Context: an optimization exercise on an open-source flow, tuned for small area and a short achievable clock period. The choices shown serve that exercise and are no tape-out recipe. No run shown here included a check of the RTL's function; only the layout flow was run.

==> flow/design.v, too long to show whole: its modules and the start of the top module <==
// module FA: 6 lines
// module HA: 6 lines
// module XN2: 5 lines
// module OR2: 5 lines
// module LSTM: 1712 lines
module LSTM(clk, Of, En, Ci, Cip, In, Ui, Uf, Uk, Uo, Wi, Wk, Wf, Wo, Vo, Bi, Bo, Bf, Bk, PrevH, Cout, Hout);
  // ...
==> flow/flow/run.sh <==
#!/bin/bash
set -euo pipefail
export BUFFER_PORTS_ARGS="-buffer_cell sky130_fd_sc_hd__buf_2"
bash standard.sh > standard_flow.log 2>&1
==> flow/standard.sh <==
#!/bin/bash
# synth_recipe.tcl (not shown) runs the flow's synth.tcl, then flattens the netlist and writes it again
# the make line also repeats each setting of config.mk as NAME=value (left out here)
make -C /OpenROAD-flow-scripts/flow DESIGN_CONFIG=/design/flow/config.mk WORK_HOME=/design/flow/orfs CLKGATE_MAP_FILE= SYNTH_SCRIPT=/design/flow/synth_recipe.tcl "${@:-finish}"
==> flow/config.mk <==
export PLATFORM = sky130hd
export DESIGN_NAME = LSTM
export DESIGN_NICKNAME = LSTM
export VERILOG_FILES = /design/flow/design.v
export SDC_FILE = /design/flow/constraint.sdc
export NUM_CORES = 4
export LEC_CHECK = 0
export CAP_MARGIN = 20
export CORE_MARGIN = 2
export CORE_UTILIZATION = 40
export SLEW_MARGIN = 20
export SYNTH_HIERARCHICAL = 1
==> flow/constraint.sdc <==
create_clock -name core_clock -period 45.0 [get_ports {clk}]
set_input_delay 9.0000 -clock core_clock [delete_from_list [all_inputs] [get_ports {clk}]]
set_output_delay 9.0000 -clock core_clock [all_outputs]
set_load 0.01 [all_outputs]
==> results.json, run 1 <==
{
  "status": "timing/DRC/antenna clean",
  "cts_resized": 0,
  "cts_tree": "built",
  "final_util": 0.4371,
  "taps": 442,
  "min_period_over_period": 0.5952,
  "yosysWarnings": 7,
  "syn_to_final_growth_pct": 7.247,
  "critPathMaxFanout": 32,
  "clkTransAtPathRegs_ps": 70,
  "netlist_top_cells_count": "nand2_1, fa_1, xnor2_1",
  "wl_met1_um": 13760,
  "clock_latency_ps": 270,
  "fin_setup_tns_ps": 0,
  "final_common_cell": "nand2_1",
  "buf_share": 0.04691,
  "drc_errors": 0,
  "rows": 66,
  "initial_core_util": 0.4076,
  "cts_buffers": 3,
  "die_w_um": 186.5,
  "netlist_area_mm2": 0.01333,
  "fin_worst_skew_ps": 3.040,
  "synth-adder-area-share": 0.5852,
  "crit_end": "Cout[7]",
  "num_vias": 9650,
  "grt_util_met3": 0.01561,
  "timing.rr.start": "ft_r[0]",
  "cts.sinks": 25,
  "core_area_mm2": 0.03270,
  "die_area_mm2": 0.03480,
  "final_cell_mix": "nand2_1, fa_1, xnor2_1, buf_2, or2_1",
  "dp_cells": 1885,
  "synth_top_family_by_area": "adder cells",
  "holdCritPathClass": "reg -> reg"
}
==> run 2: changes to the inputs <==
--- a/flow/design.v
+++ b/flow/design.v
@@ -1598,137 +1598,160 @@
   wire w986 = ((w984 & w985) ? ({1'b0, P981} + 11'd0 >= 11'd766) : ((w984 | w985) ? ({1'b0, P981} + 11'd0 >= 11'd511) : ({1'b0, P981} + 11'd0 >= 11'd256)));
   wire w987 = 0 ^ w984 ^ w985;
   wire w988 = (0 & w984) | (0 & w985) | (w984 & w985);
   wire w989 = u_r[8] | (1 & w982);
   wire w990 = c972 | (w989 & w983);
   wire w991 = ((w989 & w990) ? ({1'b0, P981} + 11'd1 >= 11'd766) : ((w989 | w990) ? ({1'b0, P981} + 11'd1 >= 11'd511) : ({1'b0, P981} + 11'd1 >= 11'd256)));
   wire w992 = 1 ^ w989 ^ w990;
   wire w993 = (1 & w989) | (1 & w990) | (w989 & w990);
-  wire w994 = w946 ? w992 : w987;
-  wire w995 = w946 ? w993 : w988;
-  wire w996 = w946 ? w991 : w986;
-  wire w997 = s973 & w994;
-  wire w998 = (s974 & w995) | ((s974 ^ w995) & w997);
-  wire w999 = s973 ^ w994;
-  wire w1000 = s974 ^ w995 ^ w997;
-  wire w1001 = s975 ^ (w998 & 1'b1);
-  wire w1002 = &{s975};
-  wire w1003 = s976 ^ (w998 & w1002);
-  wire w1004 = &{s975, s976};
-  wire w1005 = s977 ^ (w998 & w1004);
-  wire w1006 = &{s975, s976, s977};
-  wire w1007 = s978 ^ (w998 & w1006);
-  wire w1008 = &{s975, s976, s977, s978};
-  wire w1009 = s979 ^ (w998 & w1008);
-  wire w1010 = &{s975, s976, s977, s978, s979};
-  wire w1011 = s980 ^ (w998 & w1010);
-  wire [7:0] cout_w = {w1011, w1009, w1007, w1005, w1003, w1001, w1000, w999};
-  wire s1012;
-  XN2 xn1012(.a(s665), .b(s773), .y(s1012));
-  wire c1012;
-  OR2 or1012(.a(s665), .b(s773), .y(c1012));
-  wire s1013, c1013;
-  FA fa1013(.a(s666), .b(s774), .ci(c1012), .s(s1013), .co(c1013));
-  wire s1014, c1014;
-  FA fa1014(.a(s667), .b(s775), .ci(c1013), .s(s1014), .co(c1014));
-  wire s1015, c1015;
-  FA fa1015(.a(s668), .b(s776), .ci(c1014), .s(s1015), .co(c1015));
-  wire s1016, c1016;
-  FA fa1016(.a(s669), .b(s777), .ci(c1015), .s(s1016), .co(c1016));
-  wire s1017, c1017;
-  FA fa1017(.a(s670), .b(s778), .ci(c1016), .s(s1017), .co(c1017));
-  wire s1018, c1018;
-  FA fa1018(.a(s671), .b(s779), .ci(c1017), .s(s1018), .co(c1018));
-  wire s1019, c1019;
-  FA fa1019(.a(s672), .b(s780), .ci(c1018), .s(s1019), .co(c1019));
-  wire s1020;
-  XN2 xn1020(.a(s881), .b(w17), .y(s1020));
-  wire c1020;
-  OR2 or1020(.a(s881), .b(w17), .y(c1020));
+  wire w994 = w946 ? w991 : w986;
+  wire s995, c995;
+  HA ha995(.a(s973), .b(w987), .s(s995), .co(c995));
+  wire s996, c996;
+  FA fa996(.a(s974), .b(w988), .ci(c995), .s(s996), .co(c996));
+  wire s997, c997;
+  HA ha997(.a(s975), .b(c996), .s(s997), .co(c997));
+  wire s998, c998;
+  HA ha998(.a(s976), .b(c997), .s(s998), .co(c998));
+  wire s999, c999;
+  HA ha999(.a(s977), .b(c998), .s(s999), .co(c999));
+  wire s1000, c1000;
+  HA ha1000(.a(s978), .b(c999), .s(s1000), .co(c1000));
+  wire s1001, c1001;
+  HA ha1001(.a(s979), .b(c1000), .s(s1001), .co(c1001));
+  wire s1002 = s980 ^ c1001;
+  wire s1003, c1003;
+  HA ha1003(.a(s973), .b(w992), .s(s1003), .co(c1003));
+  wire s1004, c1004;
+  FA fa1004(.a(s974), .b(w993), .ci(c1003), .s(s1004), .co(c1004));
+  wire s1005, c1005;
+  HA ha1005(.a(s975), .b(c1004), .s(s1005), .co(c1005));
+  wire s1006, c1006;
+  HA ha1006(.a(s976), .b(c1005), .s(s1006), .co(c1006));
+  wire s1007, c1007;
+  HA ha1007(.a(s977), .b(c1006), .s(s1007), .co(c1007));
+  wire s1008, c1008;
+  HA ha1008(.a(s978), .b(c1007), .s(s1008), .co(c1008));
+  wire s1009, c1009;
+  HA ha1009(.a(s979), .b(c1008), .s(s1009), .co(c1009));
+  wire s1010 = s980 ^ c1009;
+  wire w1011 = w946 ? s1003 : s995;
+  wire w1012 = w946 ? s1004 : s996;
+  wire w1013 = w946 ? s1005 : s997;
+  wire w1014 = w946 ? s1006 : s998;
+  wire w1015 = w946 ? s1007 : s999;
+  wire w1016 = w946 ? s1008 : s1000;
+  wire w1017 = w946 ? s1009 : s1001;
+  wire w1018 = w946 ? s1010 : s1002;
+  wire [7:0] cout_w = {w1018, w1017, w1016, w1015, w1014, w1013, w1012, w1011};
+  wire s1019;
+  XN2 xn1019(.a(s665), .b(s773), .y(s1019));
+  wire c1019;
+  OR2 or1019(.a(s665), .b(s773), .y(c1019));
+  wire s1020, c1020;
+  FA fa1020(.a(s666), .b(s774), .ci(c1019), .s(s1020), .co(c1020));
   wire s1021, c1021;
-  FA fa1021(.a(s882), .b(w18), .ci(c1020), .s(s1021), .co(c1021));
+  FA fa1021(.a(s667), .b(s775), .ci(c1020), .s(s1021), .co(c1021));
   wire s1022, c1022;
-  FA fa1022(.a(s883), .b(w19), .ci(c1021), .s(s1022), .co(c1022));
+  FA fa1022(.a(s668), .b(s776), .ci(c1021), .s(s1022), .co(c1022));
   wire s1023, c1023;
-  FA fa1023(.a(s884), .b(w20), .ci(c1022), .s(s1023), .co(c1023));
+  FA fa1023(.a(s669), .b(s777), .ci(c1022), .s(s1023), .co(c1023));
   wire s1024, c1024;
-  FA fa1024(.a(s885), .b(w21), .ci(c1023), .s(s1024), .co(c1024));
+  FA fa1024(.a(s670), .b(s778), .ci(c1023), .s(s1024), .co(c1024));
   wire s1025, c1025;
-  FA fa1025(.a(s886), .b(w22), .ci(c1024), .s(s1025), .co(c1025));
+  FA fa1025(.a(s671), .b(s779), .ci(c1024), .s(s1025), .co(c1025));
   wire s1026, c1026;
-  FA fa1026(.a(s887), .b(w23), .ci(c1025), .s(s1026), .co(c1026));
-  wire s1027, c1027;
-  FA fa1027(.a(s888), .b(w24), .ci(c1026), .s(s1027), .co(c1027));
-  wire s1028;
-  XN2 xn1028(.a(s1012), .b(s1020), .y(s1028));
-  wire c1028;
-  OR2 or1028(.a(s1012), .b(s1020), .y(c1028));
+  FA fa1026(.a(s672), .b(s780), .ci(c1025), .s(s1026), .co(c1026));
+  wire s1027;
+  XN2 xn1027(.a(s881), .b(w17), .y(s1027));
+  wire c1027;
+  OR2 or1027(.a(s881), .b(w17), .y(c1027));
+  wire s1028, c1028;
+  FA fa1028(.a(s882), .b(w18), .ci(c1027), .s(s1028), .co(c1028));
   wire s1029, c1029;
-  FA fa1029(.a(s1013), .b(s1021), .ci(c1028), .s(s1029), .co(c1029));
+  FA fa1029(.a(s883), .b(w19), .ci(c1028), .s(s1029), .co(c1029));
   wire s1030, c1030;
-  FA fa1030(.a(s1014), .b(s1022), .ci(c1029), .s(s1030), .co(c1030));
+  FA fa1030(.a(s884), .b(w20), .ci(c1029), .s(s1030), .co(c1030));
   wire s1031, c1031;
-  FA fa1031(.a(s1015), .b(s1023), .ci(c1030), .s(s1031), .co(c1031));
+  FA fa1031(.a(s885), .b(w21), .ci(c1030), .s(s1031), .co(c1031));
   wire s1032, c1032;
-  FA fa1032(.a(s1016), .b(s1024), .ci(c1031), .s(s1032), .co(c1032));
+  FA fa1032(.a(s886), .b(w22), .ci(c1031), .s(s1032), .co(c1032));
   wire s1033, c1033;
-  FA fa1033(.a(s1017), .b(s1025), .ci(c1032), .s(s1033), .co(c1033));
+  FA fa1033(.a(s887), .b(w23), .ci(c1032), .s(s1033), .co(c1033));
   wire s1034, c1034;
-  FA fa1034(.a(s1018), .b(s1026), .ci(c1033), .s(s1034), .co(c1034));
-  wire s1035, c1035;
-  FA fa1035(.a(s1019), .b(s1027), .ci(c1034), .s(s1035), .co(c1035));
+  FA fa1034(.a(s888), .b(w24), .ci(c1033), .s(s1034), .co(c1034));
+  wire s1035;
+  XN2 xn1035(.a(s1019), .b(s1027), .y(s1035));
+  wire c1035;
+  OR2 or1035(.a(s1019), .b(s1027), .y(c1035));
   wire s1036, c1036;
-  FA fa1036(.a(c1019), .b(c1027), .ci(c1035), .s(s1036), .co(c1036));
-  wire [9:0] P1036 = {~c1036, ~s1036, ~s1035, ~s1034, ~s1033, ~s1032, ~s1031, ~s1030, ~s1029, ~s1028};
-  wire w1037 = &{~s1012, ~s1013, ~s1014, ~s1015, ~s1016, ~s1017, ~s1018, ~s1019};
-  wire w1038 = &{~s1020, ~s1021, ~s1022, ~s1023, ~s1024, ~s1025, ~s1026, ~s1027};
-  wire w1039 = ~c1019 | (0 & w1037);
-  wire w1040 = ~c1027 | (w1039 & w1038);
-  wire w1041 = ((w1039 & w1040) ? ({1'b0, P1036} + 11'd0 >= 11'd766) : ((w1039 | w1040) ? ({1'b0, P1036} + 11'd0 >= 11'd511) : ({1'b0, P1036} + 11'd0 >= 11'd256)));
-  wire w1042 = 0 ^ w1039 ^ w1040;
-  wire w1043 = (0 & w1039) | (0 & w1040) | (w1039 & w1040);
-  wire w1044 = ~c1019 | (1 & w1037);
-  wire w1045 = ~c1027 | (w1044 & w1038);
-  wire w1046 = ((w1044 & w1045) ? ({1'b0, P1036} + 11'd1 >= 11'd766) : ((w1044 | w1045) ? ({1'b0, P1036} + 11'd1 >= 11'd511) : ({1'b0, P1036} + 11'd1 >= 11'd256)));
-  wire w1047 = 1 ^ w1044 ^ w1045;
-  wire w1048 = (1 & w1044) | (1 & w1045) | (w1044 & w1045);
-  wire w1049 = w996 ? w1046 : w1041;
-  wire w1050 = w996 ? w1047 : w1042;
-  wire w1051 = w996 ? w1048 : w1043;
-  wire s1052;
-  XN2 xn1052(.a(s1028), .b(~w1050), .y(s1052));
-  wire c1052;
-  OR2 or1052(.a(s1028), .b(~w1050), .y(c1052));
-  wire s1053, c1053;
-  FA fa1053(.a(s1029), .b(~w1051), .ci(c1052), .s(s1053), .co(c1053));
-  wire s1054;
-  XN2 xn1054(.a(s1030), .b(c1053), .y(s1054));
-  wire c1054;
-  OR2 or1054(.a(s1030), .b(c1053), .y(c1054));
-  wire s1055;
-  XN2 xn1055(.a(s1031), .b(c1054), .y(s1055));
-  wire c1055;
-  OR2 or1055(.a(s1031), .b(c1054), .y(c1055));
-  wire s1056;
-  XN2 xn1056(.a(s1032), .b(c1055), .y(s1056));
-  wire c1056;
-  OR2 or1056(.a(s1032), .b(c1055), .y(c1056));
-  wire s1057;
-  XN2 xn1057(.a(s1033), .b(c1056), .y(s1057));
-  wire c1057;
-  OR2 or1057(.a(s1033), .b(c1056), .y(c1057));
-  wire s1058;
-  XN2 xn1058(.a(s1034), .b(c1057), .y(s1058));
-  wire c1058;
-  OR2 or1058(.a(s1034), .b(c1057), .y(c1058));
-  wire s1059;
-  XN2 xn1059(.a(s1035), .b(c1058), .y(s1059));
-  wire [7:0] h_d = {s1059, s1058, s1057, s1056, s1055, s1054, s1053, s1052};
+  FA fa1036(.a(s1020), .b(s1028), .ci(c1035), .s(s1036), .co(c1036));
+  wire s1037, c1037;
+  FA fa1037(.a(s1021), .b(s1029), .ci(c1036), .s(s1037), .co(c1037));
+  wire s1038, c1038;
+  FA fa1038(.a(s1022), .b(s1030), .ci(c1037), .s(s1038), .co(c1038));
+  wire s1039, c1039;
+  FA fa1039(.a(s1023), .b(s1031), .ci(c1038), .s(s1039), .co(c1039));
+  wire s1040, c1040;
+  FA fa1040(.a(s1024), .b(s1032), .ci(c1039), .s(s1040), .co(c1040));
+  wire s1041, c1041;
+  FA fa1041(.a(s1025), .b(s1033), .ci(c1040), .s(s1041), .co(c1041));
+  wire s1042, c1042;
+  FA fa1042(.a(s1026), .b(s1034), .ci(c1041), .s(s1042), .co(c1042));
+  wire s1043, c1043;
+  FA fa1043(.a(c1026), .b(c1034), .ci(c1042), .s(s1043), .co(c1043));
+  wire [9:0] P1043 = {~c1043, ~s1043, ~s1042, ~s1041, ~s1040, ~s1039, ~s1038, ~s1037, ~s1036, ~s1035};
+  wire w1044 = &{~s1019, ~s1020, ~s1021, ~s1022, ~s1023, ~s1024, ~s1025, ~s1026};
+  wire w1045 = &{~s1027, ~s1028, ~s1029, ~s1030, ~s1031, ~s1032, ~s1033, ~s1034};
+  wire w1046 = ~c1026 | (0 & w1044);
+  wire w1047 = ~c1034 | (w1046 & w1045);
+  wire w1048 = ((w1046 & w1047) ? ({1'b0, P1043} + 11'd0 >= 11'd766) : ((w1046 | w1047) ? ({1'b0, P1043} + 11'd0 >= 11'd511) : ({1'b0, P1043} + 11'd0 >= 11'd256)));
+  wire w1049 = 0 ^ w1046 ^ w1047;
+  wire w1050 = (0 & w1046) | (0 & w1047) | (w1046 & w1047);
+  wire w1051 = ~c1026 | (1 & w1044);
+  wire w1052 = ~c1034 | (w1051 & w1045);
+  wire w1053 = ((w1051 & w1052) ? ({1'b0, P1043} + 11'd1 >= 11'd766) : ((w1051 | w1052) ? ({1'b0, P1043} + 11'd1 >= 11'd511) : ({1'b0, P1043} + 11'd1 >= 11'd256)));
+  wire w1054 = 1 ^ w1051 ^ w1052;
+  wire w1055 = (1 & w1051) | (1 & w1052) | (w1051 & w1052);
+  wire w1056 = w986 ? w1053 : w1048;
+  wire w1057 = w991 ? w1053 : w1048;
+  wire w1058 = w946 ? w1057 : w1056;
+  wire w1059 = w994 ? w1054 : w1049;
+  wire w1060 = w994 ? w1055 : w1050;
+  wire s1061;
+  XN2 xn1061(.a(s1035), .b(~w1059), .y(s1061));
+  wire c1061;
+  OR2 or1061(.a(s1035), .b(~w1059), .y(c1061));
+  wire s1062, c1062;
+  FA fa1062(.a(s1036), .b(~w1060), .ci(c1061), .s(s1062), .co(c1062));
+  wire s1063;
+  XN2 xn1063(.a(s1037), .b(c1062), .y(s1063));
+  wire c1063;
+  OR2 or1063(.a(s1037), .b(c1062), .y(c1063));
+  wire s1064;
+  XN2 xn1064(.a(s1038), .b(c1063), .y(s1064));
+  wire c1064;
+  OR2 or1064(.a(s1038), .b(c1063), .y(c1064));
+  wire s1065;
+  XN2 xn1065(.a(s1039), .b(c1064), .y(s1065));
+  wire c1065;
+  OR2 or1065(.a(s1039), .b(c1064), .y(c1065));
+  wire s1066;
+  XN2 xn1066(.a(s1040), .b(c1065), .y(s1066));
+  wire c1066;
+  OR2 or1066(.a(s1040), .b(c1065), .y(c1066));
+  wire s1067;
+  XN2 xn1067(.a(s1041), .b(c1066), .y(s1067));
+  wire c1067;
+  OR2 or1067(.a(s1041), .b(c1066), .y(c1067));
+  wire s1068;
+  XN2 xn1068(.a(s1042), .b(c1067), .y(s1068));
+  wire [7:0] h_d = {s1068, s1067, s1066, s1065, s1064, s1063, s1062, s1061};
   always @(posedge clk) begin
     u_r  <= En ? u_d  : 9'd0;
     ft_r <= En ? ft_d : 8'd0;
     h_r  <= En ? h_d  : 8'd0;
   end
   assign Hout = h_r;
   assign Cout = cout_w;
-  assign Of = w1049;
+  assign Of = w1058;
 endmodule
==> run 2 against run 1 <==
  * Utilization fell by 0.12 points
  * Still clean on timing, DRC and antenna
  * Clock-buffer cell count did not move
  * Worst hold slack improved by 160 ps
  * Sequential cell count did not move
==> results.json, run 2 <==
{
  "antenna_found_initial": 8,
  "place.gp.congestion": 0.8752,
  "post_drt_wl_per_cell_um": 16.61,
  "criticalPathCategory": "in -> out",
  "largest_reg_flops": 9,
  "rsz0062_at_grt": "false",
  "critPathMaxFanout": 32,
  "root_buffer": "clkbuf_16",
  "cts_buffer_depth": 2,
  "reg2regPathDepth": 25,
  "yosys-top-cells-area": "fa_1, nand2_1, xnor2_1",
  "ys_seq_area_frac": 0.03645,
  "drtIter0Drc": 521,
  "grt_pass1_vias": 10880,
  "fillers": 3290,
  "wl_met1_um": 13610,
  "wl_um": 32000,
  "synthFlopType": "dfxtp_1",
  "dr_wl_met3_um": 1706,
  "drtAntennaViolNets": 0,
  "clkTransAtPathRegs_ps": 70,
  "reg2reg_slack_ps": 36790,
  "die_area_mm2": 0.03583,
  "drv_slew": 0,
  "grt_max_degree": 33,
  "die_w_um": 189.3,
  "drive_above_1_share": 0.1038,
  "dr_wl_met2_um": 16340,
  "yosysMostFrequentCell": "nand2_1",
  "yosysWarnings": 7,
  "min_period_over_period": 0.5815,
  "syn_to_final_growth_pct": 6.989,
  "rows": 67,
  "reg_top3": "u_r: 9 flops, ft_r: 8 flops, h_r: 8 flops",
  "min_to": "h_r[0]",
  "cts_buffers": 3,
  "fin_crit_ps": 26170,
  "core_area_mm2": 0.03370,
  "final_cell_mix": "nand2_1, fa_1, xnor2_1, buf_2, or2_1",
  "clock_latency_ps": 260,
  "worstHoldPathCells": 8,
  "final_common_cell": "nand2_1",
  "netlist_area_mm2": 0.01373,
  "synth_largest_area_cell": "fa_1",
  "top_register": "u_r",
  "io_buffers": 131,
  "dpl.hpwl_um": 27310,
  "timing.max_cap.violations": 0,
  "synth_top_area_share": 0.5424,
  "fmax_mhz": 38.22,
  "synth_edf_count": 0,
  "synth.avg_cell_area_um2": 9.656,
  "die_y_um": 189.3,
  "num_vias": 9879,
  "rr_endpoint": "h_r[7]",
  "hold_viol": 0,
  "grt_pass1_wl_um": 54560,
  "maxUsedRoutingLayer": "met5",
  "postCtsSetupBuffers": 0,
  "status": "timing/DRC/antenna clean",
  "nNetsFinal": 2006,
  "ios": 148,
  "cp_data_required_time_ps": 36000,
  "initial_core_util": 0.4074,
  "cp-start-kind": "primary input",
  "routed_via_density": 5.129,
  "slew_headroom": 0.5200,
  "hold_path_startpoint": "u_r[8]",
  "synth_nets": 1953,
  "ys_ff_latch": 25,
  "grt_overflow": 0,
  "worst_slew_pin_slew_ps": 720.0,
  "worst_setup_path_end_kind": "primary output",
  "setup_viol": 0,
  "async_flop_share": 0,
  "first_pass_iters": 4,
  "cts.sinks": 25,
  "cts_resized": 0,
  "fin_setup_tns_ps": 0,
  "fin_worst_skew_ps": 3.707,
  "holdCritPathClass": "reg -> reg",
  "htreeDepth": 1,
  "timing.rr.start": "ft_r[0]",
  "drc_errors": 0,
  "grtUsageTotal": 0.1893,
  "postSynthCellCount": 1422,
  "netlist_top_cells_count": "nand2_1, fa_1, xnor2_1",
  "synth_cell_types": 70,
  "cts_tree": "built",
  "holdBufCountCts": 0,
  "worstPathArrival_ps": 17170
}
==> run 2: worst max path at each step <==
stage              from  endpoint  slack, ps  cells past startpoint
3_3_place_gp      In[3]        Of      18800                     21
3_5_place_dp      In[3]        Of      18760                     21
4_1_cts           In[1]        Of      18740                     22
2_1_floorplan     In[2]        Of      19520                     21
5_1_grt        PrevH[2]        Of      18450                     23
6_report          In[1]        Of      18830                     22
==> run 2: layout make-up <==
class	instances	area (µm²)	share of cell area
antenna	4	10.01	0.0006814
clock buffer	3	75.07	0.005110
clock inverter	1	8.758	0.0005962
inverter	45	168.9	0.01150
multi-input combinational	1267	12700	0.8642
sequential	25	500.5	0.03407
tap	448	560.5	0.03816
timing repair buffer	133	670.6	0.04565
==> run 2: routing by layer <==
layer | track usage | vias up
li1 | - | 4466
met3 | 0.01854 | 26
met4 | 0.02296 | 8
met2 | 0.3425 | 231
met5 | 0 | -
met1 | 0.2534 | 5148
==> run 2: critical path: stages <==
cell,delay [ps]
buf_2,510
nand2_1,170
xnor2_1,250
fa_1,450
maj3_1,370
fa_1,390
fa_1,510
fa_1,450
fa_1,380
fa_1,390
fa_1,390
fa_1,550
fa_1,470
fa_1,390
fa_1,470
or3_1,380
a211o_1,250
a31oi_1,340
nor2_1,140
a221oi_4,430
mux2i_1,300
buf_2,170
==> run 2: Yosys stat by module (local to each module, per instance) <==
module,cells inside,times used
FA,1,372
OR2,1,89
HA,1,15
XN2,1,84
LSTM,862,1
==> run 2: metrics by stage <==
step           hold slack (ps)  worst slack (ps)  instances  utilization  area, µm²
6_report                  1567             18830       1926       0.4359      14690
3_5_place_dp              1540             18760       1918       0.4331      14600
3_3_place_gp              1533             18800       1918       0.4331      14600
5_1_grt                   1761             18450       1925       0.4358      14690
4_1_cts                   1558             18740       1922       0.4356      14680
2_1_floorplan             1365             19520       1422            -      13730
==> run 2: kinds of logic (layout without fill, tap and decap cells) <==
group	count (synthesis)	count (layout)	share of synthesized area
AO/OA/AOI/OAI	50	50	0.02980
XOR/XNOR	152	152	0.09960
adder cells (fa/ha/maj)	416	416	0.5796
buffers and inverters	130	182	0.03891
flip-flops	25	25	0.03645
multiplexers	13	13	0.01057
other	0	4	0
AND/OR/NAND/NOR	636	636	0.2051

separate check: timing with driven ports:
How much do the figures lean on ideal ports? The routed layouts below were timed once more, with nothing changed but the port constraints.
Step 1, drivers: a clkbuf_16 drives clk and a buf_2 each remaining input, both assumed.
Step 2 moves the port delays by t, midway between the first and last clock arrival at a register: inputs arrive t later, outputs are due t later. That takes back most of the time a late clock gives input paths.
a / b / c = ideal ports / drivers / drivers and shift; a / b = the first two.
run | t (ns) | setup WS [ns] | worst setup path after step 2
run 1 | 0.302 | 18.217 / 18.195 / 18.195 | input to output
run 2 | 0.296 | 18.834 / 18.813 / 18.813 | input to output
After both steps setup and hold are still met in every run listed. For run 1, which loses most, drivers alone change the setup slack by -0.022 ns; drivers and shift together by -0.022 ns.
